Source: an optimization exercise on an open RTL-to-GDS flow (aim: small area). Production flows keep margins and buffers that such runs may drop.
No run shown here included a check of the RTL's function; only the layout flow was run.
Power figures rest on the tool's default switching activity, not on a simulated workload.

==> flow/flow/run.sh <==
#!/bin/bash
# Own flow: the standard layout, with the PE's leaf modules mapped one-to-one
# onto standard cells before synthesis, buf_1 port buffers and synthesis
# buffers removed at floorplan.  Each tool's output goes to a log in this folder.
set -euo pipefail
python3 flow/map.py design.v > design_mapped.v 2> map.log
EXTRA=()
[[ -f flow/cts_args ]] && EXTRA+=("CTS_ARGS=$(cat flow/cts_args)")
bash standard.sh VERILOG_FILES=$PWD/design_mapped.v \
  "BUFFER_PORTS_ARGS=-buffer_cell sky130_fd_sc_hd__buf_1" \
  REMOVE_ABC_BUFFERS=1 "${EXTRA[@]}" \
  finish > standard.log 2>&1
==> flow/flow/map.py <==
#!/usr/bin/env python3
"""Map the leaf modules of the PE netlist (Systolic_fa, Systolic_nand2, ...)
one-to-one onto sky130hd cells.  Reads design.v, writes the mapped design to
stdout.  Each leaf module keeps its name and ports; only its body becomes a
single standard-cell instance with the same function."""
import re, sys

CELLS = {
    'fa':    ("input a, b, ci, output s, co", "sky130_fd_sc_hd__fa_1 c (.A(a), .B(b), .CIN(ci), .SUM(s), .COUT(co));"),
    'ha':    ("input a, b, output s, co", "sky130_fd_sc_hd__ha_1 c (.A(a), .B(b), .SUM(s), .COUT(co));"),
    'nand2': ("input a, b, output y", "sky130_fd_sc_hd__nand2_1 c (.A(a), .B(b), .Y(y));"),
    'and2':  ("input a, b, output y", "sky130_fd_sc_hd__and2_1 c (.A(a), .B(b), .X(y));"),
    'nor2':  ("input a, b, output y", "sky130_fd_sc_hd__nor2_1 c (.A(a), .B(b), .Y(y));"),
    'or2':   ("input a, b, output y", "sky130_fd_sc_hd__or2_1 c (.A(a), .B(b), .X(y));"),
    'xor2':  ("input a, b, output y", "sky130_fd_sc_hd__xor2_1 c (.A(a), .B(b), .X(y));"),
    'xnor2': ("input a, b, output y", "sky130_fd_sc_hd__xnor2_1 c (.A(a), .B(b), .Y(y));"),
    'inv':   ("input a, output y", "sky130_fd_sc_hd__inv_1 c (.A(a), .Y(y));"),
}

src = open(sys.argv[1]).read()
n = 0
for m, (ports, body) in CELLS.items():
    pat = re.compile(r'\bmodule\s+Systolic_' + m + r'\b.*?\bendmodule\b', re.S)
    src, k = pat.subn(f"module Systolic_{m} ({ports});\n  {body}\nendmodule", src)
    n += k
sys.stdout.write(src)
print(f"map.py: mapped {n} leaf modules", file=sys.stderr)
==> flow/standard.sh <==
#!/bin/bash
# synth_recipe.tcl (not shown) runs the flow's synth.tcl, then flattens the netlist and writes it again
# the make line also repeats each setting of config.mk as NAME=value (left out here)
make -C /OpenROAD-flow-scripts/flow DESIGN_CONFIG=/design/flow/config.mk WORK_HOME=/design/flow/orfs CLKGATE_MAP_FILE= SYNTH_SCRIPT=/design/flow/synth_recipe.tcl "${@:-finish}"
==> flow/config.mk <==
export PLATFORM = sky130hd
export DESIGN_NAME = Matrix_Multiplication
export DESIGN_NICKNAME = Matrix_Multiplication
export VERILOG_FILES = /design/flow/design.v
export SDC_FILE = /design/flow/constraint.sdc
export NUM_CORES = 4
export LEC_CHECK = 0
export CAP_MARGIN = 20
export CORE_MARGIN = 2
export CORE_UTILIZATION = 40
export SLEW_MARGIN = 20
==> flow/constraint.sdc <==
create_clock -name core_clock -period 8.0 [get_ports {clk}]
set_input_delay 1.6000 -clock core_clock [delete_from_list [all_inputs] [get_ports {clk}]]
set_output_delay 1.6000 -clock core_clock [all_outputs]
set_load 0.01 [all_outputs]
==> flow/design.v <==
module Systolic_array (
    input clk, reset,
    input [7:0] in_a, in_b,
    output reg [7:0] out_a, out_b,
    output reg [16:0] out_c
);
  wire [16:0] nxt;
  wire w1;
  Systolic_and2 u2 (.a(in_a[0]), .b(in_b[0]), .y(w1));
  wire w3;
  Systolic_nand2 u4 (.a(in_a[0]), .b(in_b[1]), .y(w3));
  wire w5;
  Systolic_nand2 u6 (.a(in_a[0]), .b(in_b[2]), .y(w5));
  wire w7;
  Systolic_nand2 u8 (.a(in_a[0]), .b(in_b[3]), .y(w7));
  wire w9;
  Systolic_nand2 u10 (.a(in_a[0]), .b(in_b[4]), .y(w9));
  wire w11;
  Systolic_nand2 u12 (.a(in_a[0]), .b(in_b[5]), .y(w11));
  wire w13;
  Systolic_nand2 u14 (.a(in_a[0]), .b(in_b[6]), .y(w13));
  wire w15;
  Systolic_nand2 u16 (.a(in_a[0]), .b(in_b[7]), .y(w15));
  wire w17;
  Systolic_nand2 u18 (.a(in_a[1]), .b(in_b[0]), .y(w17));
  wire w19;
  Systolic_nand2 u20 (.a(in_a[1]), .b(in_b[1]), .y(w19));
  wire w21;
  Systolic_nand2 u22 (.a(in_a[1]), .b(in_b[2]), .y(w21));
  wire w23;
  Systolic_nand2 u24 (.a(in_a[1]), .b(in_b[3]), .y(w23));
  wire w25;
  Systolic_nand2 u26 (.a(in_a[1]), .b(in_b[4]), .y(w25));
  wire w27;
  Systolic_nand2 u28 (.a(in_a[1]), .b(in_b[5]), .y(w27));
  wire w29;
  Systolic_nand2 u30 (.a(in_a[1]), .b(in_b[6]), .y(w29));
  wire w31;
  Systolic_nand2 u32 (.a(in_a[1]), .b(in_b[7]), .y(w31));
  wire w33;
  Systolic_nand2 u34 (.a(in_a[2]), .b(in_b[0]), .y(w33));
  wire w35;
  Systolic_nand2 u36 (.a(in_a[2]), .b(in_b[1]), .y(w35));
  wire w37;
  Systolic_nand2 u38 (.a(in_a[2]), .b(in_b[2]), .y(w37));
  wire w39;
  Systolic_nand2 u40 (.a(in_a[2]), .b(in_b[3]), .y(w39));
  wire w41;
  Systolic_nand2 u42 (.a(in_a[2]), .b(in_b[4]), .y(w41));
  wire w43;
  Systolic_nand2 u44 (.a(in_a[2]), .b(in_b[5]), .y(w43));
  wire w45;
  Systolic_nand2 u46 (.a(in_a[2]), .b(in_b[6]), .y(w45));
  wire w47;
  Systolic_nand2 u48 (.a(in_a[2]), .b(in_b[7]), .y(w47));
  wire w49;
  Systolic_nand2 u50 (.a(in_a[3]), .b(in_b[0]), .y(w49));
  wire w51;
  Systolic_nand2 u52 (.a(in_a[3]), .b(in_b[1]), .y(w51));
  wire w53;
  Systolic_nand2 u54 (.a(in_a[3]), .b(in_b[2]), .y(w53));
  wire w55;
  Systolic_nand2 u56 (.a(in_a[3]), .b(in_b[3]), .y(w55));
  wire w57;
  Systolic_nand2 u58 (.a(in_a[3]), .b(in_b[4]), .y(w57));
  wire w59;
  Systolic_nand2 u60 (.a(in_a[3]), .b(in_b[5]), .y(w59));
  wire w61;
  Systolic_nand2 u62 (.a(in_a[3]), .b(in_b[6]), .y(w61));
  wire w63;
  Systolic_nand2 u64 (.a(in_a[3]), .b(in_b[7]), .y(w63));
  wire w65;
  Systolic_nand2 u66 (.a(in_a[4]), .b(in_b[0]), .y(w65));
  wire w67;
  Systolic_nand2 u68 (.a(in_a[4]), .b(in_b[1]), .y(w67));
  wire w69;
  Systolic_nand2 u70 (.a(in_a[4]), .b(in_b[2]), .y(w69));
  wire w71;
  Systolic_nand2 u72 (.a(in_a[4]), .b(in_b[3]), .y(w71));
  wire w73;
  Systolic_nand2 u74 (.a(in_a[4]), .b(in_b[4]), .y(w73));
  wire w75;
  Systolic_nand2 u76 (.a(in_a[4]), .b(in_b[5]), .y(w75));
  wire w77;
  Systolic_nand2 u78 (.a(in_a[4]), .b(in_b[6]), .y(w77));
  wire w79;
  Systolic_nand2 u80 (.a(in_a[4]), .b(in_b[7]), .y(w79));
  wire w81;
  Systolic_nand2 u82 (.a(in_a[5]), .b(in_b[0]), .y(w81));
  wire w83;
  Systolic_nand2 u84 (.a(in_a[5]), .b(in_b[1]), .y(w83));
  wire w85;
  Systolic_nand2 u86 (.a(in_a[5]), .b(in_b[2]), .y(w85));
  wire w87;
  Systolic_nand2 u88 (.a(in_a[5]), .b(in_b[3]), .y(w87));
  wire w89;
  Systolic_nand2 u90 (.a(in_a[5]), .b(in_b[4]), .y(w89));
  wire w91;
  Systolic_nand2 u92 (.a(in_a[5]), .b(in_b[5]), .y(w91));
  wire w93;
  Systolic_nand2 u94 (.a(in_a[5]), .b(in_b[6]), .y(w93));
  wire w95;
  Systolic_nand2 u96 (.a(in_a[5]), .b(in_b[7]), .y(w95));
  wire w97;
  Systolic_nand2 u98 (.a(in_a[6]), .b(in_b[0]), .y(w97));
  wire w99;
  Systolic_nand2 u100 (.a(in_a[6]), .b(in_b[1]), .y(w99));
  wire w101;
  Systolic_nand2 u102 (.a(in_a[6]), .b(in_b[2]), .y(w101));
  wire w103;
  Systolic_nand2 u104 (.a(in_a[6]), .b(in_b[3]), .y(w103));
  wire w105;
  Systolic_nand2 u106 (.a(in_a[6]), .b(in_b[4]), .y(w105));
  wire w107;
  Systolic_nand2 u108 (.a(in_a[6]), .b(in_b[5]), .y(w107));
  wire w109;
  Systolic_nand2 u110 (.a(in_a[6]), .b(in_b[6]), .y(w109));
  wire w111;
  Systolic_nand2 u112 (.a(in_a[6]), .b(in_b[7]), .y(w111));
  wire w113;
  Systolic_nand2 u114 (.a(in_a[7]), .b(in_b[0]), .y(w113));
  wire w115;
  Systolic_nand2 u116 (.a(in_a[7]), .b(in_b[1]), .y(w115));
  wire w117;
  Systolic_nand2 u118 (.a(in_a[7]), .b(in_b[2]), .y(w117));
  wire w119;
  Systolic_nand2 u120 (.a(in_a[7]), .b(in_b[3]), .y(w119));
  wire w121;
  Systolic_nand2 u122 (.a(in_a[7]), .b(in_b[4]), .y(w121));
  wire w123;
  Systolic_nand2 u124 (.a(in_a[7]), .b(in_b[5]), .y(w123));
  wire w125;
  Systolic_nand2 u126 (.a(in_a[7]), .b(in_b[6]), .y(w125));
  wire w127;
  Systolic_nand2 u128 (.a(in_a[7]), .b(in_b[7]), .y(w127));
  wire w129;
  wire w130;
  Systolic_xor2 u131 (.a(w1), .b(out_c[0]), .y(w129));
  Systolic_nand2 u132 (.a(w1), .b(out_c[0]), .y(w130));
  wire w133;
  Systolic_inv u134 (.a(out_c[1]), .y(w133));
  wire w135;
  wire w136;
  Systolic_fa u137 (.a(w3), .b(w17), .ci(w133), .s(w135), .co(w136));
  wire w138;
  wire w139;
  Systolic_xor2 u140 (.a(w130), .b(w135), .y(w138));
  Systolic_nor2 u141 (.a(w130), .b(w135), .y(w139));
  wire w142;
  wire w143;
  Systolic_fa u144 (.a(w5), .b(w19), .ci(w33), .s(w142), .co(w143));
  wire w145;
  Systolic_inv u146 (.a(out_c[2]), .y(w145));
  wire w147;
  wire w148;
  Systolic_fa u149 (.a(w145), .b(w142), .ci(w136), .s(w147), .co(w148));
  wire w150;
  Systolic_inv u151 (.a(w147), .y(w150));
  wire w152;
  wire w153;
  Systolic_xor2 u154 (.a(w139), .b(w150), .y(w152));
  Systolic_nand2 u155 (.a(w139), .b(w150), .y(w153));
  wire w156;
  wire w157;
  Systolic_fa u158 (.a(w7), .b(w21), .ci(w35), .s(w156), .co(w157));
  wire w159;
  Systolic_inv u160 (.a(out_c[3]), .y(w159));
  wire w161;
  wire w162;
  Systolic_fa u163 (.a(w49), .b(w159), .ci(w143), .s(w161), .co(w162));
  wire w164;
  wire w165;
  Systolic_fa u166 (.a(w156), .b(w161), .ci(w148), .s(w164), .co(w165));
  wire w167;
  wire w168;
  Systolic_xor2 u169 (.a(w153), .b(w164), .y(w167));
  Systolic_nor2 u170 (.a(w153), .b(w164), .y(w168));
  wire w171;
  wire w172;
  Systolic_fa u173 (.a(w9), .b(w23), .ci(w37), .s(w171), .co(w172));
  wire w174;
  Systolic_inv u175 (.a(out_c[4]), .y(w174));
  wire w176;
  wire w177;
  Systolic_fa u178 (.a(w51), .b(w65), .ci(w174), .s(w176), .co(w177));
  wire w179;
  wire w180;
  Systolic_fa u181 (.a(w157), .b(w171), .ci(w176), .s(w179), .co(w180));
  wire w182;
  wire w183;
  Systolic_fa u184 (.a(w162), .b(w179), .ci(w165), .s(w182), .co(w183));
  wire w185;
  Systolic_inv u186 (.a(w182), .y(w185));
  wire w187;
  wire w188;
  Systolic_xor2 u189 (.a(w168), .b(w185), .y(w187));
  Systolic_nand2 u190 (.a(w168), .b(w185), .y(w188));
  wire w191;
  wire w192;
  Systolic_fa u193 (.a(w11), .b(w25), .ci(w39), .s(w191), .co(w192));
  wire w194;
  wire w195;
  Systolic_fa u196 (.a(w53), .b(w67), .ci(w81), .s(w194), .co(w195));
  wire w197;
  Systolic_inv u198 (.a(out_c[5]), .y(w197));
  wire w199;
  wire w200;
  Systolic_fa u201 (.a(w197), .b(w172), .ci(w191), .s(w199), .co(w200));
  wire w202;
  wire w203;
  Systolic_fa u204 (.a(w194), .b(w177), .ci(w199), .s(w202), .co(w203));
  wire w205;
  wire w206;
  Systolic_fa u207 (.a(w180), .b(w202), .ci(w183), .s(w205), .co(w206));
  wire w208;
  wire w209;
  Systolic_xor2 u210 (.a(w188), .b(w205), .y(w208));
  Systolic_nor2 u211 (.a(w188), .b(w205), .y(w209));
  wire w212;
  wire w213;
  Systolic_fa u214 (.a(w13), .b(w27), .ci(w41), .s(w212), .co(w213));
  wire w215;
  wire w216;
  Systolic_fa u217 (.a(w55), .b(w69), .ci(w83), .s(w215), .co(w216));
  wire w218;
  Systolic_inv u219 (.a(out_c[6]), .y(w218));
  wire w220;
  wire w221;
  Systolic_fa u222 (.a(w97), .b(w218), .ci(w192), .s(w220), .co(w221));
  wire w223;
  wire w224;
  Systolic_fa u225 (.a(w195), .b(w212), .ci(w215), .s(w223), .co(w224));
  wire w226;
  wire w227;
  Systolic_fa u228 (.a(w220), .b(w200), .ci(w223), .s(w226), .co(w227));
  wire w229;
  wire w230;
  Systolic_fa u231 (.a(w203), .b(w226), .ci(w206), .s(w229), .co(w230));
  wire w232;
  Systolic_inv u233 (.a(w229), .y(w232));
  wire w234;
  wire w235;
  Systolic_xor2 u236 (.a(w209), .b(w232), .y(w234));
  Systolic_nand2 u237 (.a(w209), .b(w232), .y(w235));
  wire w238;
  wire w239;
  Systolic_fa u240 (.a(w15), .b(w29), .ci(w43), .s(w238), .co(w239));
  wire w241;
  wire w242;
  Systolic_fa u243 (.a(w57), .b(w71), .ci(w85), .s(w241), .co(w242));
  wire w244;
  Systolic_inv u245 (.a(out_c[7]), .y(w244));
  wire w246;
  wire w247;
  Systolic_fa u248 (.a(w99), .b(w113), .ci(w244), .s(w246), .co(w247));
  wire w249;
  wire w250;
  Systolic_fa u251 (.a(w213), .b(w216), .ci(w238), .s(w249), .co(w250));
  wire w252;
  wire w253;
  Systolic_fa u254 (.a(w241), .b(w246), .ci(w221), .s(w252), .co(w253));
  wire w255;
  wire w256;
  Systolic_fa u257 (.a(w249), .b(w224), .ci(w252), .s(w255), .co(w256));
  wire w258;
  wire w259;
  Systolic_fa u260 (.a(w227), .b(w255), .ci(w230), .s(w258), .co(w259));
  wire w261;
  wire w262;
  Systolic_xor2 u263 (.a(w235), .b(w258), .y(w261));
  Systolic_nor2 u264 (.a(w235), .b(w258), .y(w262));
  wire w265;
  wire w266;
  Systolic_fa u267 (.a(w31), .b(w45), .ci(w59), .s(w265), .co(w266));
  wire w268;
  wire w269;
  Systolic_fa u270 (.a(w73), .b(w87), .ci(w101), .s(w268), .co(w269));
  wire w271;
  Systolic_inv u272 (.a(out_c[8]), .y(w271));
  wire w273;
  wire w274;
  Systolic_fa u275 (.a(w115), .b(w271), .ci(w239), .s(w273), .co(w274));
  wire w276;
  wire w277;
  Systolic_fa u278 (.a(w242), .b(w265), .ci(w268), .s(w276), .co(w277));
  wire w279;
  wire w280;
  Systolic_fa u281 (.a(w247), .b(w273), .ci(w250), .s(w279), .co(w280));
  wire w282;
  wire w283;
  Systolic_fa u284 (.a(w276), .b(w253), .ci(w279), .s(w282), .co(w283));
  wire w285;
  wire w286;
  Systolic_fa u287 (.a(w256), .b(w282), .ci(w259), .s(w285), .co(w286));
  wire w288;
  Systolic_inv u289 (.a(w285), .y(w288));
  wire w290;
  wire w291;
  Systolic_xor2 u292 (.a(w262), .b(w288), .y(w290));
  Systolic_nand2 u293 (.a(w262), .b(w288), .y(w291));
  wire w294;
  wire w295;
  Systolic_fa u296 (.a(w47), .b(w61), .ci(w75), .s(w294), .co(w295));
  wire w297;
  wire w298;
  Systolic_fa u299 (.a(w89), .b(w103), .ci(w117), .s(w297), .co(w298));
  wire w300;
  Systolic_inv u301 (.a(out_c[9]), .y(w300));
  wire w302;
  wire w303;
  Systolic_fa u304 (.a(w300), .b(w266), .ci(w269), .s(w302), .co(w303));
  wire w305;
  wire w306;
  Systolic_fa u307 (.a(w294), .b(w297), .ci(w274), .s(w305), .co(w306));
  wire w308;
  wire w309;
  Systolic_fa u310 (.a(w302), .b(w277), .ci(w305), .s(w308), .co(w309));
  wire w311;
  wire w312;
  Systolic_fa u313 (.a(w280), .b(w308), .ci(w283), .s(w311), .co(w312));
  wire w314;
  wire w315;
  Systolic_fa u316 (.a(w311), .b(w286), .ci(w291), .s(w314), .co(w315));
  wire w317;
  wire w318;
  Systolic_fa u319 (.a(w63), .b(w77), .ci(w91), .s(w317), .co(w318));
  wire w320;
  Systolic_inv u321 (.a(out_c[10]), .y(w320));
  wire w322;
  wire w323;
  Systolic_fa u324 (.a(w105), .b(w119), .ci(w320), .s(w322), .co(w323));
  wire w325;
  wire w326;
  Systolic_fa u327 (.a(w295), .b(w298), .ci(w317), .s(w325), .co(w326));
  wire w328;
  wire w329;
  Systolic_fa u330 (.a(w322), .b(w303), .ci(w325), .s(w328), .co(w329));
  wire w331;
  wire w332;
  Systolic_fa u333 (.a(w306), .b(w328), .ci(w309), .s(w331), .co(w332));
  wire w334;
  wire w335;
  Systolic_fa u336 (.a(w331), .b(w312), .ci(w315), .s(w334), .co(w335));
  wire w337;
  wire w338;
  Systolic_fa u339 (.a(w79), .b(w93), .ci(w107), .s(w337), .co(w338));
  wire w340;
  Systolic_inv u341 (.a(out_c[11]), .y(w340));
  wire w342;
  wire w343;
  Systolic_fa u344 (.a(w121), .b(w340), .ci(w318), .s(w342), .co(w343));
  wire w345;
  wire w346;
  Systolic_fa u347 (.a(w337), .b(w323), .ci(w342), .s(w345), .co(w346));
  wire w348;
  wire w349;
  Systolic_fa u350 (.a(w326), .b(w345), .ci(w329), .s(w348), .co(w349));
  wire w351;
  wire w352;
  Systolic_fa u353 (.a(w348), .b(w332), .ci(w335), .s(w351), .co(w352));
  wire w354;
  wire w355;
  Systolic_fa u356 (.a(w95), .b(w109), .ci(w123), .s(w354), .co(w355));
  wire w357;
  Systolic_inv u358 (.a(out_c[12]), .y(w357));
  wire w359;
  wire w360;
  Systolic_fa u361 (.a(w357), .b(w338), .ci(w354), .s(w359), .co(w360));
  wire w362;
  wire w363;
  Systolic_fa u364 (.a(w343), .b(w359), .ci(w346), .s(w362), .co(w363));
  wire w365;
  wire w366;
  Systolic_fa u367 (.a(w362), .b(w349), .ci(w352), .s(w365), .co(w366));
  wire w368;
  Systolic_inv u369 (.a(out_c[13]), .y(w368));
  wire w370;
  wire w371;
  Systolic_fa u372 (.a(w111), .b(w125), .ci(w368), .s(w370), .co(w371));
  wire w373;
  wire w374;
  Systolic_fa u375 (.a(w355), .b(w370), .ci(w360), .s(w373), .co(w374));
  wire w376;
  wire w377;
  Systolic_fa u378 (.a(w373), .b(w363), .ci(w366), .s(w376), .co(w377));
  wire w379;
  Systolic_inv u380 (.a(out_c[14]), .y(w379));
  wire w381;
  wire w382;
  Systolic_fa u383 (.a(w127), .b(w379), .ci(w371), .s(w381), .co(w382));
  wire w384;
  wire w385;
  Systolic_fa u386 (.a(w381), .b(w374), .ci(w377), .s(w384), .co(w385));
  wire w387;
  Systolic_inv u388 (.a(out_c[15]), .y(w387));
  wire w389;
  wire w390;
  Systolic_fa u391 (.a(w387), .b(w382), .ci(w385), .s(w389), .co(w390));
  wire w392;
  Systolic_xnor2 u393 (.a(out_c[16]), .b(w390), .y(w392));
  assign nxt[0] = w129;
  assign nxt[1] = w138;
  assign nxt[2] = w152;
  assign nxt[3] = w167;
  assign nxt[4] = w187;
  assign nxt[5] = w208;
  assign nxt[6] = w234;
  assign nxt[7] = w261;
  assign nxt[8] = w290;
  wire w394;
  Systolic_inv u395 (.a(w314), .y(w394));
  assign nxt[9] = w394;
  wire w396;
  Systolic_inv u397 (.a(w334), .y(w396));
  assign nxt[10] = w396;
  wire w398;
  Systolic_inv u399 (.a(w351), .y(w398));
  assign nxt[11] = w398;
  wire w400;
  Systolic_inv u401 (.a(w365), .y(w400));
  assign nxt[12] = w400;
  wire w402;
  Systolic_inv u403 (.a(w376), .y(w402));
  assign nxt[13] = w402;
  wire w404;
  Systolic_inv u405 (.a(w384), .y(w404));
  assign nxt[14] = w404;
  wire w406;
  Systolic_inv u407 (.a(w389), .y(w406));
  assign nxt[15] = w406;
  assign nxt[16] = w392;
  always @(posedge clk or posedge reset) begin
    if (reset) begin
      out_a <= 8'b0;
      out_b <= 8'b0;
      out_c <= 17'b0;
    end else begin
      out_c <= nxt;
      out_a <= in_a;
      out_b <= in_b;
    end
  end
endmodule
module Systolic_and2 (input a, b, output y);
  assign y = a & b;
endmodule
module Systolic_fa (input a, b, ci, output s, co);
  assign s = a ^ b ^ ci;
  assign co = (a & b) | (a & ci) | (b & ci);
endmodule
module Systolic_ha (input a, b, output s, co);
  assign s = a ^ b;
  assign co = a & b;
endmodule
module Systolic_inv (input a, output y);
  assign y = ~a;
endmodule
module Systolic_nand2 (input a, b, output y);
  assign y = ~(a & b);
endmodule
module Systolic_nor2 (input a, b, output y);
  assign y = ~(a | b);
endmodule
module Systolic_or2 (input a, b, output y);
  assign y = a | b;
endmodule
module Systolic_xnor2 (input a, b, output y);
  assign y = ~(a ^ b);
endmodule
module Systolic_xor2 (input a, b, output y);
  assign y = a ^ b;
endmodule
module Matrix_Multiplication (
  input clk, reset,
  input [7:0] a1, a2, a3, a4, b1, b2, b3, b4,
  output [16:0] c1, c2, c3, c4, c5, c6, c7, c8, c9, c10, c11, c12, c13, c14, c15, c16
);
  wire [7:0] 
  p12, p15, p23, p26, 
  p34, p37, p48, p56, 
  p59, p610, p67, p78, 
  p711, p812, p913, p910, 
  p1014, p1011, p1115, p1112, 
  p1216, p1314, p1415, p1516;
  Systolic_array B1(
    .clk(clk),
    .reset(reset),
    .in_a(a1),
    .in_b(b1),
    .out_a(p15),
    .out_b(p12),
    .out_c(c1)
  );
  Systolic_array B2(
    .clk(clk),
    .reset(reset),
    .in_a(a2),
    .in_b(p12),
    .out_a(p26),
    .out_b(p23),
    .out_c(c2)
  );
  Systolic_array B3(
    .clk(clk),
    .reset(reset),
    .in_a(a3),
    .in_b(p23),
    .out_a(p37),
    .out_b(p34),
    .out_c(c3)
  );
  Systolic_array B4(
    .clk(clk),
    .reset(reset),
    .in_a(a4),
    .in_b(p34),
    .out_a(p48),
    .out_b(),
    .out_c(c4)
  );
  Systolic_array B5(
    .clk(clk),
    .reset(reset),
    .in_a(p15),
    .in_b(b2),
    .out_a(p59),
    .out_b(p56),
    .out_c(c5)
  );
  Systolic_array B6(
    .clk(clk),
    .reset(reset),
    .in_a(p26),
    .in_b(p56),
    .out_a(p610),
    .out_b(p67),
    .out_c(c6)
  );
  Systolic_array B7(
    .clk(clk),
    .reset(reset),
    .in_a(p37),
    .in_b(p67),
    .out_a(p711),
    .out_b(p78),
    .out_c(c7)
  );
  Systolic_array B8(
    .clk(clk),
    .reset(reset),
    .in_a(p48),
    .in_b(p78),
    .out_a(p812),
    .out_b(),
    .out_c(c8)
  );
  Systolic_array B9(
    .clk(clk),
    .reset(reset),
    .in_a(p59),
    .in_b(b3),
    .out_a(p913),
    .out_b(p910),
    .out_c(c9)
  );
  Systolic_array B10(
    .clk(clk),
    .reset(reset),
    .in_a(p610),
    .in_b(p910),
    .out_a(p1014),
    .out_b(p1011),
    .out_c(c10)
  );
  Systolic_array B11(
    .clk(clk),
    .reset(reset),
    .in_a(p711),
    .in_b(p1011),
    .out_a(p1115),
    .out_b(p1112),
    .out_c(c11)
  );
  Systolic_array B12(
    .clk(clk),
    .reset(reset),
    .in_a(p812),
    .in_b(p1112),
    .out_a(p1216),
    .out_b(),
    .out_c(c12)
  );
  Systolic_array B13(
    .clk(clk),
    .reset(reset),
    .in_a(p913),
    .in_b(b4),
    .out_a(),
    .out_b(p1314),
    .out_c(c13)
  );
  Systolic_array B14(
    .clk(clk),
    .reset(reset),
    .in_a(p1014),
    .in_b(p1314),
    .out_a(),
    .out_b(p1415),
    .out_c(c14)
  );
  Systolic_array B15(
    .clk(clk),
    .reset(reset),
    .in_a(p1115),
    .in_b(p1415),
    .out_a(),
    .out_b(p1516),
    .out_c(c15)
  );
  Systolic_array B16(
    .clk(clk),
    .reset(reset),
    .in_a(p1216),
    .in_b(p1516),
    .out_a(),
    .out_b(),
    .out_c(c16)
  );
endmodule
==> results of run 1 <==
kinds of logic (layout without fill, tap and decap cells):
group | count (synthesis) | in the layout | share of synthesized area (%)
flops | 464 | 464 | 28.2
simple gates | 1168 | 1168 | 10.7
fa+ha+maj | 1008 | 1008 | 49.0
xor+xnor | 160 | 160 | 3.40
buf+inv | 689 | 997 | 8.75
final timing paths:
kind / startpoint / endpoint / slack (ns)
hold reg to reg: B4.out_c[16] / B4.out_c[16] / 0.47
hold / removal: B4.out_c[16] / B4.out_c[16] / 0.47
max in group asynchronous: reset / B13.out_c[13] / 5.63
min in group asynchronous: reset / B15.out_c[8] / 1.03
setup reg to reg: B1.out_a[0] / B5.out_c[15] / 0.67
setup / recovery: a1[1] / B1.out_c[15] / 0.25
flip-flops by register name, summed over array words and instances (netlist names), 17 cells and up:
name,count
B1.out_c,17
B10.out_c,17
B11.out_c,17
B12.out_c,17
B13.out_c,17
B14.out_c,17
B15.out_c,17
B16.out_c,17
B2.out_c,17
B3.out_c,17
B4.out_c,17
B5.out_c,17
B6.out_c,17
B7.out_c,17
B8.out_c,17
B9.out_c,17
final cells by class:
type                    count  area (sq um)  area share [%]
well taps                1368          1710            3.78
flip-flops and latches    464         11600            25.6
repair buffers            474          2360            5.21
clock inverters            28           375           0.829
clock buffers              78          1650            3.64
multi-input cells        2336         26000            57.4
inverters                 417          1570            3.47
per-layer routing:
layer  track usage, %  routed length [um]  vias to the layer above
li1                 -                   -                    10400
met1             26.4               39900                    13200
met2             32.7               48500                      711
met3             5.16                7780                      141
met4             5.63                2790                       12
met5                0                  75                        -
metrics by stage:
stage | setup slack, ns | total power [W] | cells | instance area, sq um
after global routing | 0.0237 | 0.0230 | 5165 | 45300
after floorplan | -6.54 | 0.0139 | 3217 | 39200
after CTS | 0.0948 | 0.0208 | 5165 | 45300
after detailed placement | -0.635 | 0.0178 | 5059 | 43300
after global placement | -0.451 | 0.0174 | 5059 | 43300
final | 0.248 | 0.0203 | 5165 | 45300
repair_timing:
action                                  CTS  global route
endpoints found under the setup margin    0             5
endpoints found under the hold margin     0             0
gates resized for setup                   0             6
power groups by stage:
stage	clock [W]	sequential [W]	combinational (W)
CTS	0.00291	0.00413	0.0138
detailed placement	0	0.00415	0.0137
global route	0.00300	0.00423	0.0158
global placement	0	0.00413	0.0133
finish	0.00281	0.00412	0.0133
floorplan	0	0.00432	0.00956
cells in the final DEF (no fill, tap or decap):
| cell | netlist | final |
|---|---|---|
| buf_1 | 0 | 334 |
| inv_1 | 417 | 416 |
| inv_6 | 0 | 3 |
| xnor2_1 | 16 | 16 |
| clkbuf_8 | 0 | 12 |
| inv_8 | 0 | 1 |
| clkbuf_2 | 0 | 3 |
| and2_1 | 16 | 16 |
| buf_4 | 272 | 132 |
| clkbuf_1 | 0 | 8 |
| clkbuf_16 | 0 | 58 |
| fa_2 | 0 | 3 |
| fa_1 | 1008 | 1005 |
| nand2_1 | 1088 | 1088 |
| nor2_1 | 64 | 64 |
| clkinvlp_4 | 0 | 5 |
| buf_12 | 0 | 5 |
| clkinv_2 | 0 | 11 |
| clkinv_8 | 0 | 1 |
| bufinv_16 | 0 | 8 |
| dfrtp_1 | 464 | 464 |
| xor2_1 | 144 | 144 |
==> impl_metrics.prom, run 1 <==
# TYPE chip_impl_metric gauge
chip_impl_metric{name="place.gp.congestion",unit=""} 0.881
chip_impl_metric{name="first_global_vias",unit=""} 28500
chip_impl_metric{name="cts.sinks",unit=""} 464
chip_impl_metric{name="slew_viol_final",unit=""} 0
chip_impl_info{name="clock_tree_from_tritoncts",value="yes"} 1
chip_impl_metric{name="hold_ws",unit="ns"} 0.467
chip_impl_metric{name="start_util",unit="%"} 40.4
chip_impl_metric{name="syn-instance-count",unit=""} 3489
chip_impl_metric{name="synth-seq-area-share",unit="%"} 28.2
chip_impl_info{name="worst_path_max_delay_cell",value="fa_1"} 1
chip_impl_info{name="critical_path.cell_chain",value="buf_1 -> buf_4 -> nand2_1 -> fa_1 -> fa_1 -> fa_1 -> fa_1 -> fa_1 -> fa_1 -> fa_1 -> fa_1 -> inv_1 -> nand2_1 -> fa_1 -> fa_1 -> fa_1 -> fa_1 -> fa_1 -> fa_1 -> fa_1 -> inv_1"} 1
chip_impl_metric{name="port_buffers",unit=""} 337
chip_impl_metric{name="design.core.area",unit="sq um"} 102000
chip_impl_metric{name="holdPathStages",unit=""} 1
chip_impl_metric{name="globalRouteOverflowTotal",unit=""} 0
chip_impl_metric{name="chipHeight",unit="um"} 325
chip_impl_metric{name="p_int",unit="W"} 0.0112
chip_impl_metric{name="worstPathRequired",unit="ns"} 8.55
chip_impl_metric{name="total_leakage_power",unit="nW"} 18.6
chip_impl_metric{name="detailedRoute.firstIterationViolations",unit=""} 1274
chip_impl_info{name="synthFlopType",value="dfrtp_1"} 1
chip_impl_metric{name="timing.final.setup_violations",unit=""} 0
chip_impl_metric{name="syn-cell-area",unit="sq um"} 41200
chip_impl_metric{name="tightestPinTransition",unit="ns"} 0.850
chip_impl_info{name="path_delay_family",value="adder cells"} 1
chip_impl_info{name="synth_largest_area_cell",value="fa_1"} 1
chip_impl_metric{name="worst_ir_drop_on_vdd",unit="uV"} 287
chip_impl_info{name="synth_top_cells_by_count",value="nand2_1 (1088), fa_1 (1008), dfrtp_1 (464)"} 1
chip_impl_metric{name="clock_latency",unit="ns"} 0.66
chip_impl_metric{name="r2r.worst_path.cells",unit=""} 19
chip_impl_info{name="worstSetupPathType",value="input pin to flip-flop"} 1
chip_impl_metric{name="mean_instance_size_in_the_synthesized_netlist",unit="sq um"} 11.8
chip_impl_metric{name="power.net_switching",unit="W"} 0.00910
chip_impl_metric{name="asyncSetResetFlopFracSynth",unit="%"} 100
chip_impl_metric{name="max_slew_margin",unit="%"} 43.4
chip_impl_metric{name="fmax",unit="MHz"} 129
chip_impl_info{name="root_buffer_cell",value="clkbuf_16"} 1
chip_impl_metric{name="timing.final.crit_share",unit="%"} 96.9
chip_impl_metric{name="timing.critical_path.buf_inv",unit=""} 4
chip_impl_metric{name="power_density",unit="nW/um^2"} 448
chip_impl_info{name="run_status",value="finished clean"} 1
chip_impl_metric{name="cts_setup_buffers",unit=""} 0
chip_impl_metric{name="critical_path.max_fanout",unit=""} 4
chip_impl_info{name="synth.area.top_cells",value="fa_1 (49%), dfrtp_1 (28%), nand2_1 (9.9%), buf_4 (5.0%), inv_1 (3.8%)"} 1
chip_impl_metric{name="setup-tns-final",unit="ns"} 0
chip_impl_metric{name="synthDistinctLibCells",unit=""} 9
chip_impl_metric{name="dp.final_hpwl",unit="um"} 82400
chip_impl_metric{name="routed_wirelength",unit="um"} 99100
chip_impl_metric{name="crit_arrival",unit="ns"} 8.30
chip_impl_metric{name="drt_first_pass_iters",unit=""} 7
chip_impl_metric{name="synth_top_cell_area_share",unit="%"} 49.0
chip_impl_metric{name="postCtsHoldBufs",unit=""} 0
chip_impl_metric{name="largest_stage_delay_on_the_critical_path",unit="ns"} 0.49
chip_impl_metric{name="skew",unit="ns"} 0.0264
chip_impl_metric{name="area_delta_synth_final",unit="%"} 9.86
chip_impl_metric{name="chipWidth",unit="um"} 325
chip_impl_metric{name="final_net_count",unit=""} 4825
chip_impl_metric{name="clk_transition_reported_paths",unit="ns"} 0.06
chip_impl_metric{name="antenna_violations_before_repair",unit=""} 7
chip_impl_metric{name="maxCapViolCount",unit=""} 0
chip_impl_info{name="hold_path.class",value="flip-flop to flip-flop"} 1
chip_impl_metric{name="sw_frac_of_total",unit="%"} 44.9
chip_impl_metric{name="rows",unit=""} 117
chip_impl_metric{name="final_util",unit="%"} 44.4
chip_impl_metric{name="synth_enable_flop_cells",unit=""} 0
chip_impl_metric{name="route.detailed.drc",unit=""} 0
chip_impl_metric{name="grt_pass1_wl",unit="um"} 163000
chip_impl_metric{name="die_area",unit="sq um"} 106000
chip_impl_metric{name="fillers",unit=""} 9642
chip_impl_metric{name="io-pin-count",unit=""} 338
chip_impl_metric{name="antenna-diode-count",unit=""} 0
chip_impl_metric{name="dr_total_vias",unit=""} 24500
chip_impl_metric{name="clock_tree.htree_level_count",unit=""} 2
chip_impl_metric{name="power.combinational.fraction",unit="%"} 65.8
chip_impl_metric{name="gr-usage-all-layers",unit="%"} 20.0
chip_impl_metric{name="numCtsBuffers",unit=""} 58
chip_impl_metric{name="routed_via_density",unit=""} 4.75
chip_impl_info{name="rsz0062_at_grt",value="no"} 1
chip_impl_metric{name="routedWlPerCell",unit="um"} 19.2
chip_impl_metric{name="postSynthRegisterBits",unit=""} 464
chip_impl_metric{name="layout-drive-gt1-share",unit="%"} 6.37
chip_impl_metric{name="yosys_warnings",unit=""} 1
chip_impl_metric{name="clockPowerShare",unit="%"} 13.9
chip_impl_metric{name="finalHoldViolations",unit=""} 0
chip_impl_info{name="cp-start-kind",value="input pin"} 1
chip_impl_info{name="cp-end-kind",value="flip-flop"} 1
chip_impl_info{name="worst_path_most_repeated_cell",value="fa_1"} 1
chip_impl_metric{name="cts_max_path_buffers",unit=""} 3
chip_impl_metric{name="worstSetupPathDepth",unit=""} 21
chip_impl_info{name="yosysMostFrequentCell",value="nand2_1"} 1
chip_impl_metric{name="grt_start_max_net_pins",unit=""} 105
chip_impl_metric{name="proportion_of_power_drawn_by_flip_flops_and_latches",unit="%"} 20.3
chip_impl_metric{name="timing.final.crit_period",unit="ns"} 7.75
chip_impl_metric{name="antenna_left",unit=""} 0
==> run 2, diff against run 1 <==
==> flow/flow/cts_args (new file) <==
-sink_clustering_enable -repair_clock_nets -dont_use_dummy_load -buf_list sky130_fd_sc_hd__clkbuf_4
==> run 2 against run 1 <==
Compared with the run above: sequential power is essentially flat; highest routed layer unchanged; clock power shrank 36%; critical path depth shrank 1; power shrank 5.1%; global-route usage grew 0.16 points.
==> impl_metrics.prom, run 2 <==
# TYPE chip_impl_metric gauge
chip_impl_metric{name="synth-seq-area-share",unit="%"} 28.2
chip_impl_metric{name="regToRegSetupSlack",unit="ns"} 0.65
chip_impl_metric{name="clockPowerShare",unit="%"} 9.3
chip_impl_metric{name="fillers",unit=""} 9797
chip_impl_metric{name="maxCapViolCount",unit=""} 0
chip_impl_info{name="critical_path.cell_chain",value="buf_1 -> nand2_1 -> fa_1 -> fa_1 -> fa_1 -> fa_1 -> fa_1 -> fa_1 -> fa_1 -> fa_1 -> inv_1 -> nand2_1 -> fa_1 -> fa_1 -> fa_1 -> fa_1 -> fa_1 -> fa_1 -> fa_1 -> inv_1"} 1
chip_impl_metric{name="power.combinational.fraction",unit="%"} 69.3
chip_impl_info{name="hold_path.class",value="flip-flop to flip-flop"} 1
chip_impl_info{name="hold_path_end",value="B10.out_c[16]"} 1
chip_impl_metric{name="timing.final.crit_share",unit="%"} 94.2
chip_impl_metric{name="multi_input_area",unit="sq um"} 26000
chip_impl_metric{name="hold_ws",unit="ns"} 0.464
chip_impl_info{name="worst_path_max_delay_cell",value="fa_1"} 1
chip_impl_info{name="cp-start-kind",value="input pin"} 1
chip_impl_metric{name="critical_path.max_fanout",unit=""} 6
chip_impl_info{name="regToRegEndpoint",value="B5.out_c[16]"} 1
chip_impl_metric{name="grt_pass1_wl",unit="um"} 163000
chip_impl_info{name="yosysMostFrequentCell",value="nand2_1"} 1
chip_impl_metric{name="seqCellArea",unit="sq um"} 11600
chip_impl_metric{name="globalRouteOverflowTotal",unit=""} 0
chip_impl_metric{name="worst_slack",unit="ns"} 0.467
chip_impl_metric{name="syn-cell-area",unit="sq um"} 41200
chip_impl_metric{name="place.gp.congestion",unit=""} 0.881
chip_impl_metric{name="timing.final.setup_violations",unit=""} 0
chip_impl_metric{name="clk_transition_reported_paths",unit="ns"} 0.06
chip_impl_metric{name="clock_latency",unit="ns"} 1.05
chip_impl_metric{name="routed_via_density",unit=""} 4.75
chip_impl_info{name="rsz0062_at_grt",value="no"} 1
chip_impl_metric{name="tightestPinTransition",unit="ns"} 0.835
chip_impl_metric{name="layout-drive-gt1-share",unit="%"} 7.35
chip_impl_info{name="synthFlopType",value="dfrtp_1"} 1
chip_impl_metric{name="postSynthRegisterBits",unit=""} 464
chip_impl_metric{name="power.net_switching",unit="W"} 0.00895
chip_impl_metric{name="chipHeight",unit="um"} 325
chip_impl_metric{name="timing.final.crit_period",unit="ns"} 7.53
chip_impl_metric{name="antenna_violations_before_repair",unit=""} 8
chip_impl_metric{name="postCtsHoldBufs",unit=""} 0
chip_impl_metric{name="final_net_count",unit=""} 4911
chip_impl_metric{name="cts.sinks",unit=""} 464
chip_impl_metric{name="largest_stage_delay_on_the_critical_path",unit="ns"} 0.50
chip_impl_metric{name="worst_ir_drop_on_vdd",unit="uV"} 255
chip_impl_metric{name="proportion_of_power_drawn_by_flip_flops_and_latches",unit="%"} 21.4
chip_impl_metric{name="drt_first_pass_iters",unit=""} 6
chip_impl_info{name="layout_common_cells",value="nand2_1 (1088), fa_1 (1008), dfrtp_1 (464), inv_1 (416), buf_1 (337)"} 1
chip_impl_metric{name="detailedRoute.firstIterationViolations",unit=""} 1253
chip_impl_metric{name="cts_setup_buffers",unit=""} 0
chip_impl_metric{name="dp.final_hpwl",unit="um"} 82400
chip_impl_info{name="crit_start",value="a2[1]"} 1
chip_impl_info{name="worstReg2RegStart",value="B1.out_a[0]"} 1
chip_impl_info{name="root_buffer_cell",value="clkbuf_4"} 1
chip_impl_metric{name="post_cts_resize_count",unit=""} 0
chip_impl_metric{name="antenna_left",unit=""} 0
chip_impl_metric{name="synthDistinctLibCells",unit=""} 9
chip_impl_info{name="hp-start",value="B10.out_c[16]"} 1
chip_impl_metric{name="worstPathRequired",unit="ns"} 8.95
chip_impl_metric{name="max_slew_margin",unit="%"} 44.3
chip_impl_metric{name="crit_arrival",unit="ns"} 8.48
chip_impl_metric{name="routedWlPerCell",unit="um"} 19.1
chip_impl_metric{name="mean_instance_size_in_the_synthesized_netlist",unit="sq um"} 11.8
chip_impl_info{name="mostFrequentLayoutCell",value="nand2_1"} 1
chip_impl_metric{name="power_density",unit="nW/um^2"} 434
chip_impl_metric{name="synth_top_cell_area_share",unit="%"} 49.0
chip_impl_metric{name="grt_start_max_net_pins",unit=""} 105
chip_impl_metric{name="rows",unit=""} 117
chip_impl_metric{name="sw_frac_of_total",unit="%"} 46.5
chip_impl_metric{name="chipWidth",unit="um"} 325
chip_impl_metric{name="numCtsBuffers",unit=""} 144
chip_impl_metric{name="dr_total_vias",unit=""} 24700
chip_impl_metric{name="syn-instance-count",unit=""} 3489
chip_impl_info{name="worstSetupPathType",value="input pin to flip-flop"} 1
chip_impl_metric{name="design.core.area",unit="sq um"} 102000
chip_impl_metric{name="synth_enable_flop_cells",unit=""} 0
chip_impl_metric{name="route.detailed.drc",unit=""} 0
chip_impl_metric{name="io-pin-count",unit=""} 338
chip_impl_info{name="synth_top_cells_by_count",value="nand2_1 (1088), fa_1 (1008), dfrtp_1 (464)"} 1
chip_impl_metric{name="total_leakage_power",unit="nW"} 18.2
chip_impl_metric{name="holdPathStages",unit=""} 1
chip_impl_info{name="synth_largest_area_cell",value="fa_1"} 1
chip_impl_info{name="clock_tree_from_tritoncts",value="yes"} 1
chip_impl_metric{name="yosys_warnings",unit=""} 1
chip_impl_metric{name="cts_max_path_buffers",unit=""} 3
chip_impl_metric{name="p_int",unit="W"} 0.0103
chip_impl_metric{name="preCtsSetupSlack",unit="ns"} -0.635
chip_impl_metric{name="gr-usage-all-layers",unit="%"} 20.2
chip_impl_metric{name="clock_tree.htree_level_count",unit=""} 4
chip_impl_info{name="cp-end-kind",value="flip-flop"} 1
chip_impl_metric{name="die_area",unit="sq um"} 106000
chip_impl_metric{name="r2r.worst_path.cells",unit=""} 19
chip_impl_info{name="worst_path_most_repeated_cell",value="fa_1"} 1
chip_impl_metric{name="slew_viol_final",unit=""} 0
chip_impl_metric{name="skew",unit="ns"} 0.126
chip_impl_metric{name="port_buffers",unit=""} 337
chip_impl_metric{name="asyncSetResetFlopFracSynth",unit="%"} 100
chip_impl_metric{name="start_util",unit="%"} 40.4
chip_impl_metric{name="routed_wirelength",unit="um"} 99400
chip_impl_metric{name="fmax",unit="MHz"} 133
chip_impl_metric{name="area_delta_synth_final",unit="%"} 7.57
chip_impl_metric{name="finalHoldViolations",unit=""} 0
chip_impl_metric{name="first_global_vias",unit=""} 28900
chip_impl_info{name="synth.area.top_cells",value="fa_1 (49%), dfrtp_1 (28%), nand2_1 (9.9%), buf_4 (5.0%), inv_1 (3.8%)"} 1
chip_impl_info{name="run_status",value="finished clean"} 1
[run 2: cell counts after synthesis]
Identical to the previous run, type by type.
[run 2: power by group through the flow]
stage | registers, W | logic [W] | clock network, W
CTS | 0.00413 | 0.0138 | 0.00190
global route | 0.00423 | 0.0158 | 0.00201
finish | 0.00412 | 0.0133 | 0.00180
detailed placement | 0.00415 | 0.0137 | 0
floorplan | 0.00432 | 0.00956 | 0
global placement | 0.00413 | 0.0133 | 0
[run 2: logic make-up (layout without fill, tap and decap cells)]
group | count (synthesis) | after routing | synth area share [%]
AND/OR/NAND/NOR | 1168 | 1168 | 10.7
flip-flops | 464 | 464 | 28.2
other | 0 | 2 | 0
buffers and inverters | 689 | 1035 | 8.75
XOR/XNOR | 160 | 160 | 3.40
adder cells (fa/ha/maj) | 1008 | 1008 | 49.0
[run 2: how the worst max path moves through the flow]
stage | end | cells past startpoint | slack [ns]
2_1_floorplan | B1.out_a[0] | 1 | -6.54
3_3_place_gp | B1.out_c[15] | 20 | -0.45
3_5_place_dp | B2.out_c[16] | 20 | -0.63
4_1_cts | B2.out_c[15] | 20 | 0.59
5_1_grt | B2.out_c[15] | 20 | 0.32
6_report | B2.out_c[15] | 20 | 0.47
[run 2: critical path: cells and delay by family]
kind / cells / cell delay [ns]
adders and majority gates: 15 / 6.27
buffers and inverters: 3 / 0.39
and+or+nand+nor: 2 / 0.21
[run 2: stage by stage]
step | area [sq um] | utilization, % | cells | power, W | setup TNS (ns)
after floorplan | 39200 | - | 3217 | 0.0139 | -3034.07
after global placement | 43300 | 42.4 | 5059 | 0.0174 | -4.85
after detailed placement | 43300 | 42.4 | 5059 | 0.0178 | -6.88
after CTS | 44300 | 43.5 | 5203 | 0.0198 | 0
after global routing | 44300 | 43.5 | 5204 | 0.0220 | 0
final | 44300 | 43.5 | 5205 | 0.0192 | 0
[run 2: layout make-up]
class	count	area share, %
Tap cell	1368	3.86
Timing Repair Buffer	474	5.31
Antenna cell	2	0.0113
Sequential cell	464	26.2
Clock buffer	144	2.44
Multi-Input combinational cell	2336	58.6
Inverter	417	3.55
[run 2: layer usage]
metal	vias to the layer above	wire, um	global-route usage [%]
li1	10600	-	-
met1	13200	40200	26.0
met2	732	48200	32.5
met3	176	8030	6.31
met4	12	2990	6.58
met5	-	74	0
==> run 3, diff against run 2 <==
==> flow/flow/run.sh (replaced) <==
#!/bin/bash
# Own flow: the standard layout, with the PE's leaf modules mapped one-to-one
# onto standard cells before synthesis (flow/map.py), buf_1 port buffers,
# synthesis buffers removed at floorplan, and the extra ORFS settings listed
# one per line in flow/make_args.  Each tool's output goes to a log here.
set -euo pipefail
python3 flow/map.py design.v > design_mapped.v 2> map.log
EXTRA=()
if [[ -f flow/make_args ]]; then
  while IFS= read -r line; do
    [[ -n "$line" && "$line" != \#* ]] && EXTRA+=("$line")
  done < flow/make_args
fi
bash standard.sh VERILOG_FILES=$PWD/design_mapped.v \
  "BUFFER_PORTS_ARGS=-buffer_cell sky130_fd_sc_hd__buf_1" \
  REMOVE_ABC_BUFFERS=1 "${EXTRA[@]}" \
  finish > standard.log 2>&1
==> flow/flow/make_args (new file) <==
CTS_ARGS=-sink_clustering_enable -repair_clock_nets -dont_use_dummy_load -buf_list sky130_fd_sc_hd__clkbuf_4
--- a/flow/config.mk
+++ b/flow/config.mk
@@ -8,4 +8,4 @@
 export CAP_MARGIN = 20
 export CORE_MARGIN = 2
-export CORE_UTILIZATION = 40
+export CORE_UTILIZATION = 65
 export SLEW_MARGIN = 20
removed: flow/flow/cts_args
==> run 3 against run 2 <==
Compared with the run above: final area down 2.2%; combinational power about the same; first-iteration DRC count up 7.5%; fmax down 0.40%; hold slack better by 0.0041 ns; critical path depth unchanged; clock power down 6%; worst setup slack worse by 0.030 ns; die area down 38%; synthesized area unchanged.
==> impl_metrics.prom, run 3 <==
# TYPE chip_impl_metric gauge
chip_impl_metric{name="place.gp.congestion",unit=""} 0.923
chip_impl_metric{name="asyncSetResetFlopFracSynth",unit="%"} 100
chip_impl_metric{name="clock_latency",unit="ns"} 0.99
chip_impl_metric{name="layout-drive-gt1-share",unit="%"} 6.43
chip_impl_metric{name="antenna_violations_before_repair",unit=""} 4
chip_impl_metric{name="routed_wirelength",unit="um"} 91600
chip_impl_info{name="mostFrequentLayoutCell",value="nand2_1"} 1
chip_impl_info{name="cp-start-kind",value="input pin"} 1
chip_impl_info{name="regToRegEndpoint",value="B6.out_c[16]"} 1
chip_impl_metric{name="r2r.worst_path.cells",unit=""} 19
chip_impl_metric{name="cts_max_path_buffers",unit=""} 3
chip_impl_metric{name="holdPathStages",unit=""} 1
chip_impl_info{name="yosysMostFrequentCell",value="nand2_1"} 1
chip_impl_metric{name="clk_transition_reported_paths",unit="ns"} 0.06
chip_impl_metric{name="tightestPinTransition",unit="ns"} 0.946
chip_impl_metric{name="postCtsHoldBufs",unit=""} 0
chip_impl_metric{name="critical_path.max_fanout",unit=""} 2
chip_impl_metric{name="timing.final.crit_period",unit="ns"} 7.56
chip_impl_metric{name="gr-usage-met3",unit="%"} 7.42
chip_impl_metric{name="syn-cell-area",unit="sq um"} 41200
chip_impl_metric{name="routedWlPerCell",unit="um"} 19.7
chip_impl_info{name="layout_common_cells",value="nand2_1 (1088), fa_1 (1008), dfrtp_1 (464), inv_1 (416), buf_1 (337)"} 1
chip_impl_info{name="rsz0062_at_grt",value="no"} 1
chip_impl_metric{name="detailedRoute.firstIterationViolations",unit=""} 1347
chip_impl_info{name="hold_path.class",value="flip-flop to flip-flop"} 1
chip_impl_info{name="worstReg2RegStart",value="B2.out_a[0]"} 1
chip_impl_metric{name="synth_enable_flop_cells",unit=""} 0
chip_impl_metric{name="total_leakage_power",unit="nW"} 18.0
chip_impl_metric{name="antenna_left",unit=""} 0
chip_impl_metric{name="fmax",unit="MHz"} 132
chip_impl_info{name="synth_top_cells_by_count",value="nand2_1 (1088), fa_1 (1008), dfrtp_1 (464)"} 1
chip_impl_info{name="synthFlopType",value="dfrtp_1"} 1
chip_impl_metric{name="cts.sinks",unit=""} 464
chip_impl_metric{name="post-place-cells",unit=""} 4508
chip_impl_metric{name="chipWidth",unit="um"} 256
chip_impl_metric{name="area_delta_synth_final",unit="%"} 5.18
chip_impl_metric{name="numCtsBuffers",unit=""} 135
chip_impl_metric{name="mean_instance_size_in_the_synthesized_netlist",unit="sq um"} 11.8
chip_impl_metric{name="start_util",unit="%"} 65.6
chip_impl_info{name="cp-end-kind",value="flip-flop"} 1
chip_impl_metric{name="grt_pass1_wl",unit="um"} 156000
chip_impl_metric{name="postSynthRegisterBits",unit=""} 464
chip_impl_info{name="gr-max-usage-layer",value="met2"} 1
chip_impl_metric{name="crit_arrival",unit="ns"} 8.35
chip_impl_metric{name="power_density",unit="nW/um^2"} 442
chip_impl_metric{name="final_net_count",unit=""} 4873
chip_impl_metric{name="chipHeight",unit="um"} 256
chip_impl_info{name="crit_start",value="b2[2]"} 1
chip_impl_metric{name="synth_top_cell_area_share",unit="%"} 49.0
chip_impl_metric{name="met1_usage",unit="%"} 40.1
chip_impl_metric{name="routed_via_density",unit=""} 5.34
chip_impl_metric{name="dp.final_hpwl",unit="um"} 74800
chip_impl_metric{name="fin_total_pwr",unit="W"} 0.0191
chip_impl_metric{name="synthDistinctLibCells",unit=""} 9
chip_impl_metric{name="final_cell_count_no_fill",unit=""} 4647
chip_impl_metric{name="globalRouteOverflowTotal",unit=""} 0
chip_impl_metric{name="port_buffers",unit=""} 337
chip_impl_metric{name="worst_ir_drop_on_vdd",unit="uV"} 435
chip_impl_metric{name="die_area",unit="sq um"} 65500
chip_impl_info{name="hold_path_end",value="B1.out_c[16]"} 1
chip_impl_metric{name="synth-seq-area-share",unit="%"} 28.2
chip_impl_metric{name="cts_setup_buffers",unit=""} 0
chip_impl_metric{name="postLayoutCellArea",unit="sq um"} 43400
chip_impl_metric{name="dr_total_vias",unit=""} 24800
chip_impl_metric{name="grt_start_max_net_pins",unit=""} 168
chip_impl_metric{name="place_area",unit="sq um"} 42300
chip_impl_metric{name="final_util",unit="%"} 69.0
chip_impl_metric{name="route.detailed.drc",unit=""} 0
chip_impl_metric{name="maxCapViolCount",unit=""} 0
chip_impl_info{name="hp-start",value="B1.out_c[16]"} 1
chip_impl_metric{name="max_slew_margin",unit="%"} 36.9
chip_impl_metric{name="timing.final.setup_violations",unit=""} 0
chip_impl_metric{name="drt_first_pass_iters",unit=""} 5
chip_impl_info{name="synth.area.top_cells",value="fa_1 (49%), dfrtp_1 (28%), nand2_1 (9.9%), buf_4 (5.0%), inv_1 (3.8%)"} 1
chip_impl_metric{name="timing.final.crit_share",unit="%"} 94.5
chip_impl_metric{name="clock_tree.htree_level_count",unit=""} 4
chip_impl_metric{name="slew_viol_final",unit=""} 0
chip_impl_info{name="synth_largest_area_cell",value="fa_1"} 1
chip_impl_metric{name="first_global_vias",unit=""} 29900
chip_impl_metric{name="io-pin-count",unit=""} 338
chip_impl_metric{name="post_cts_resize_count",unit=""} 0
chip_impl_metric{name="gr-usage-all-layers",unit="%"} 31.0
chip_impl_info{name="worstSetupPathType",value="input pin to flip-flop"} 1
chip_impl_info{name="root_buffer_cell",value="clkbuf_4"} 1
chip_impl_metric{name="yosys_warnings",unit=""} 1
chip_impl_metric{name="skew",unit="ns"} 0.0909
chip_impl_metric{name="design.core.area",unit="sq um"} 62900
chip_impl_metric{name="globalRouteMet2Util",unit="%"} 51.5
chip_impl_metric{name="rows",unit=""} 92
chip_impl_info{name="clock_tree_from_tritoncts",value="yes"} 1
chip_impl_info{name="run_status",value="finished clean"} 1
chip_impl_metric{name="finalHoldViolations",unit=""} 0
chip_impl_metric{name="worstPathRequired",unit="ns"} 8.79
chip_impl_metric{name="syn-instance-count",unit=""} 3489
chip_impl_metric{name="regToRegSetupSlack",unit="ns"} 0.55
## run 3: cell types whose count changed in the layout (fill, tap and decap cells not counted)
cell / before / now
buf_12: 5 / 1
diode_2: 2 / 4
clkbuf_4: 144 / 135
buf_4: 132 / 107
## run 3: worst max-delay path by stage
stage / depth (start not counted) / to / slack (ns)
4_1_cts: 20 / B5.out_c[15] / 0.49
2_1_floorplan: 1 / B1.out_a[0] / -6.54
6_report: 20 / B5.out_c[15] / 0.44
3_3_place_gp: 20 / B5.out_c[15] / -0.47
5_1_grt: 20 / B5.out_c[16] / 0.26
3_5_place_dp: 20 / B5.out_c[15] / -0.51
## run 3: kinds of logic (layout without fill, tap and decap cells)
logic type / Yosys count / in the layout / synth area share (%)
xor+xnor: 160 / 160 / 3.40
fa+ha+maj: 1008 / 1008 / 49.0
simple gates: 1168 / 1168 / 10.7
buf+inv: 689 / 997 / 8.75
flops: 464 / 464 / 28.2
other cells: 0 / 4 / 0
## run 3: worst max-delay path, stage by stage
cell	delay, ns
buf_1	0.16
nand2_1	0.11
fa_1	0.46
fa_1	0.47
fa_1	0.45
fa_1	0.42
fa_1	0.39
fa_1	0.40
fa_1	0.39
fa_1	0.43
inv_1	0.10
nand2_1	0.07
fa_1	0.40
fa_1	0.40
fa_1	0.39
fa_1	0.39
fa_1	0.38
fa_1	0.39
fa_1	0.50
inv_1	0.04
## run 3: cell type report
type	instances	area (sq um)
diodes	4	10.0
clock buffers	135	1010
fillers	4752	19500
inverters	417	1570
multi-input cells	2336	26000
flip-flops and latches	464	11600
well taps	846	1060
repair buffers	445	2090
## run 3: metrics by stage
step | setup slack (ns) | hold WS (ns) | TNS [ns]
floorplan | -6.54 | 0.479 | -3034.07
global placement | -0.472 | 0.460 | -4.43
detailed placement | -0.512 | 0.462 | -5.74
CTS | 0.494 | 0.472 | 0
global route | 0.257 | 0.490 | 0
finish | 0.437 | 0.469 | 0
## run 3: per-layer routing
metal	wire (um)	part of all wire, %	vias up
li1	-	-	10500
met1	34000	37	13200
met2	47300	52	902
met3	6840	7.5	211
met4	3420	3.7	0
met5	0	0	-
## run 3: where the power goes
| group | switching, W | internal, W | leakage (nW) |
|---|---|---|---|
| clock | 0.000939 | 0.000762 | 0.621 |
| sequential | 0.000687 | 0.00349 | 5.41 |
| combinational | 0.00728 | 0.00599 | 12.0 |
| total | 0.00890 | 0.0102 | 18.0 |
==> run 4, diff against run 3 <==
--- a/flow/config.mk
+++ b/flow/config.mk
@@ -9,3 +9,4 @@
 export CORE_MARGIN = 2
 export CORE_UTILIZATION = 65
+export GPL_TIMING_DRIVEN = 0
 export SLEW_MARGIN = 20
==> run 4 against run 3 <==
Compared with the run above: still clean on timing, DRC and antenna; clock skew fell by 0.0071 ns; worst setup slack got worse by 0.19 ns; cell count shrank 2.1%; power decreased by 2.6%; synthesized area did not move; global-route usage down 1.4 points; final area fell by 1.6%; non-clock buffer count decreased by 104; synthesized cell count unchanged; critical path depth unchanged; clock-buffer cell count stayed put; die area stayed put; critical path type unchanged.
==> impl_metrics.prom, run 4 <==
# TYPE chip_impl_metric gauge
chip_impl_info{name="run_status",value="finished clean"} 1
chip_impl_metric{name="clk_transition_reported_paths",unit="ns"} 0.05
chip_impl_metric{name="gr-usage-all-layers",unit="%"} 29.6
chip_impl_metric{name="preCtsSetupSlack",unit="ns"} -0.798
chip_impl_metric{name="chipHeight",unit="um"} 256
chip_impl_info{name="clock_tree_from_tritoncts",value="yes"} 1
chip_impl_metric{name="route.detailed.drc",unit=""} 0
chip_impl_metric{name="yosys_warnings",unit=""} 1
chip_impl_metric{name="asyncSetResetFlopFracSynth",unit="%"} 100
chip_impl_metric{name="detailedRoute.firstIterationViolations",unit=""} 1359
chip_impl_info{name="rsz0062_at_grt",value="no"} 1
chip_impl_metric{name="timing.final.crit_period",unit="ns"} 7.75
chip_impl_metric{name="fmax",unit="MHz"} 129
chip_impl_info{name="yosysMostFrequentCell",value="nand2_1"} 1
chip_impl_metric{name="routedWlPerCell",unit="um"} 19.3
chip_impl_metric{name="routed_wirelength",unit="um"} 87600
chip_impl_metric{name="synthDistinctLibCells",unit=""} 9
chip_impl_info{name="synth_top_cells_by_count",value="nand2_1 (1088), fa_1 (1008), dfrtp_1 (464)"} 1
chip_impl_metric{name="timing.final.crit_share",unit="%"} 96.9
chip_impl_metric{name="crit_arrival",unit="ns"} 8.58
chip_impl_metric{name="area_delta_synth_final",unit="%"} 3.51
chip_impl_metric{name="skew",unit="ns"} 0.0838
chip_impl_metric{name="power_density",unit="nW/um^2"} 437
chip_impl_metric{name="total_leakage_power",unit="nW"} 17.6
chip_impl_metric{name="io-pin-count",unit=""} 338
chip_impl_metric{name="postSynthRegisterBits",unit=""} 464
chip_impl_metric{name="routed_via_density",unit=""} 5.39
chip_impl_metric{name="critical_path.max_fanout",unit=""} 9
chip_impl_info{name="mostFrequentLayoutCell",value="nand2_1"} 1
chip_impl_info{name="synth_largest_area_cell",value="fa_1"} 1
chip_impl_info{name="cp-start-kind",value="input pin"} 1
chip_impl_metric{name="syn-instance-count",unit=""} 3489
chip_impl_metric{name="numCtsBuffers",unit=""} 135
chip_impl_metric{name="clock_tree.htree_level_count",unit=""} 4
chip_impl_metric{name="layout-drive-gt1-share",unit="%"} 3.95
chip_impl_metric{name="slew_viol_final",unit=""} 0
chip_impl_metric{name="worst_ir_drop_on_vdd",unit="uV"} 331
chip_impl_metric{name="cts.sinks",unit=""} 464
chip_impl_info{name="cp-end-kind",value="flip-flop"} 1
chip_impl_info{name="hold_path.class",value="flip-flop to flip-flop"} 1
chip_impl_info{name="layout_common_cells",value="nand2_1 (1088), fa_1 (1008), dfrtp_1 (464), inv_1 (416), buf_1 (331)"} 1
chip_impl_metric{name="die_area",unit="sq um"} 65500
chip_impl_metric{name="fillers",unit=""} 4874
chip_impl_metric{name="tightestPinTransition",unit="ns"} 0.704
chip_impl_info{name="root_buffer_cell",value="clkbuf_4"} 1
chip_impl_metric{name="worstPathRequired",unit="ns"} 8.83
chip_impl_info{name="worstSetupPathType",value="input pin to flip-flop"} 1
chip_impl_metric{name="maxCapViolCount",unit=""} 0
chip_impl_metric{name="finalHoldViolations",unit=""} 0
## run 4: cell families after synthesis
| kind of cell | synth area share (%) |
|---|---|
| DFF | 28.2 |
| adders and majority gates | 49.0 |
| and+or+nand+nor | 10.7 |
| xor gates and xnor gates | 3.40 |
| buffers and inverters | 8.75 |
## run 4: stage by stage
step	std cells	instance area, sq um
CTS	4539	42600
finish	4549	42700
global route	4547	42700
floorplan	3217	39200
global placement	4400	41500
detailed placement	4404	41600
## run 4: per-layer routing
layer  wire [um]  track usage [%]  part of all wire, %  up-vias
met1       33200             38.2                   38    13100
li1            -                -                    -    10300
met5           0                0                    0        -
met4        3960             13.6                  4.5        0
met3        5950             6.58                  6.8      233
met2       44500             48.7                   51      909
## run 4: repair_timing
action	4_1_cts	5_1_grt
buffers inserted	0	0
hold buffers	0	0
setup endpoints to repair	0	5
resized for setup	0	6
## run 4: report_power, final
group | internal [W] | switching, W | leakage [nW] | total (W)
combinational | 0.00566 | 0.00716 | 11.6 | 0.0128
sequential | 0.00349 | 0.000643 | 5.41 | 0.00413
clock | 0.000763 | 0.000936 | 0.621 | 0.00170
total | 0.00991 | 0.00874 | 17.6 | 0.0186
## run 4: path summary, 6_finish.rpt
path | from | endpoint | slack [ns] | cells after the start
setup / recovery | b1[1] | B1.out_c[15] | 0.25 | 20
hold / removal | B10.out_c[16] | B10.out_c[16] | 0.47 | 1
setup reg to reg | B5.out_b[2] | B6.out_c[15] | 0.60 | 19
hold reg to reg | B10.out_c[16] | B10.out_c[16] | 0.47 | 1
max in group asynchronous | reset | B5.out_c[16] | 5.42 | 5
min in group asynchronous | reset | B8.out_c[15] | 0.75 | 2
## run 4: layout make-up
type	count	area, sq um	area share [%]
sequential	464	11600	27.2
inverter	417	1570	3.69
timing repair buffer	341	1380	3.24
multi-input combinational	2336	26000	60.9
tap	846	1060	2.48
antenna	10	25.0	0.0586
clock buffer	135	1010	2.38
## run 4: critical path: stages
cell	delay, ns
buf_1	0.35
nand2_1	0.16
fa_1	0.53
fa_1	0.47
fa_1	0.40
fa_1	0.39
fa_1	0.40
fa_1	0.42
fa_1	0.40
fa_1	0.43
inv_1	0.09
nand2_1	0.07
fa_1	0.39
fa_1	0.39
fa_1	0.39
fa_1	0.39
fa_1	0.39
fa_1	0.39
fa_1	0.50
inv_1	0.04

port drivers added, routing unchanged:
The flow's constraints put no driver on any port. The routed layouts listed below were extracted and timed again, unchanged, in two steps.
Step 1, drivers: a clkbuf_16 drives clk and a buf_2 each remaining input, both assumed.
Step 2 adds t to the input delays and takes it off the output delays; t is the mean of the earliest and latest rising clock arrival at the registers after step 1. Input paths then give back, and output paths get back, about the clock's delay inside the block.
a / b / c = no drivers / after step 1 / after step 2; a / b = the first two.
| run | t (ns) | setup slack, ns | hold slack, ns | worst setup path at the end | worst register clock-pin slew, ns |
|---|---|---|---|---|---|
| run 1 | 0.717 | 0.248 / 0.290 / -0.427 | 0.467 / 0.467 / 0.467 | input to register | 0.06 / 0.06 |
| run 2 | 1.043 | 0.467 / 0.490 / -0.553 | 0.464 / 0.464 / 0.464 | input to register | 0.07 / 0.07 |
| run 3 | 0.998 | 0.437 / 0.469 / -0.529 | 0.469 / 0.469 / 0.469 | input to register | 0.07 / 0.07 |
| run 4 | 1.004 | 0.247 / 0.245 / -0.759 | 0.467 / 0.467 / 0.467 | input to register | 0.07 / 0.07 |
Met with ideal ports but missed after step 2: setup timing in every run listed. For run 2, which loses most, drivers alone change the setup slack by +0.023 ns; drivers and shift together by -1.020 ns.
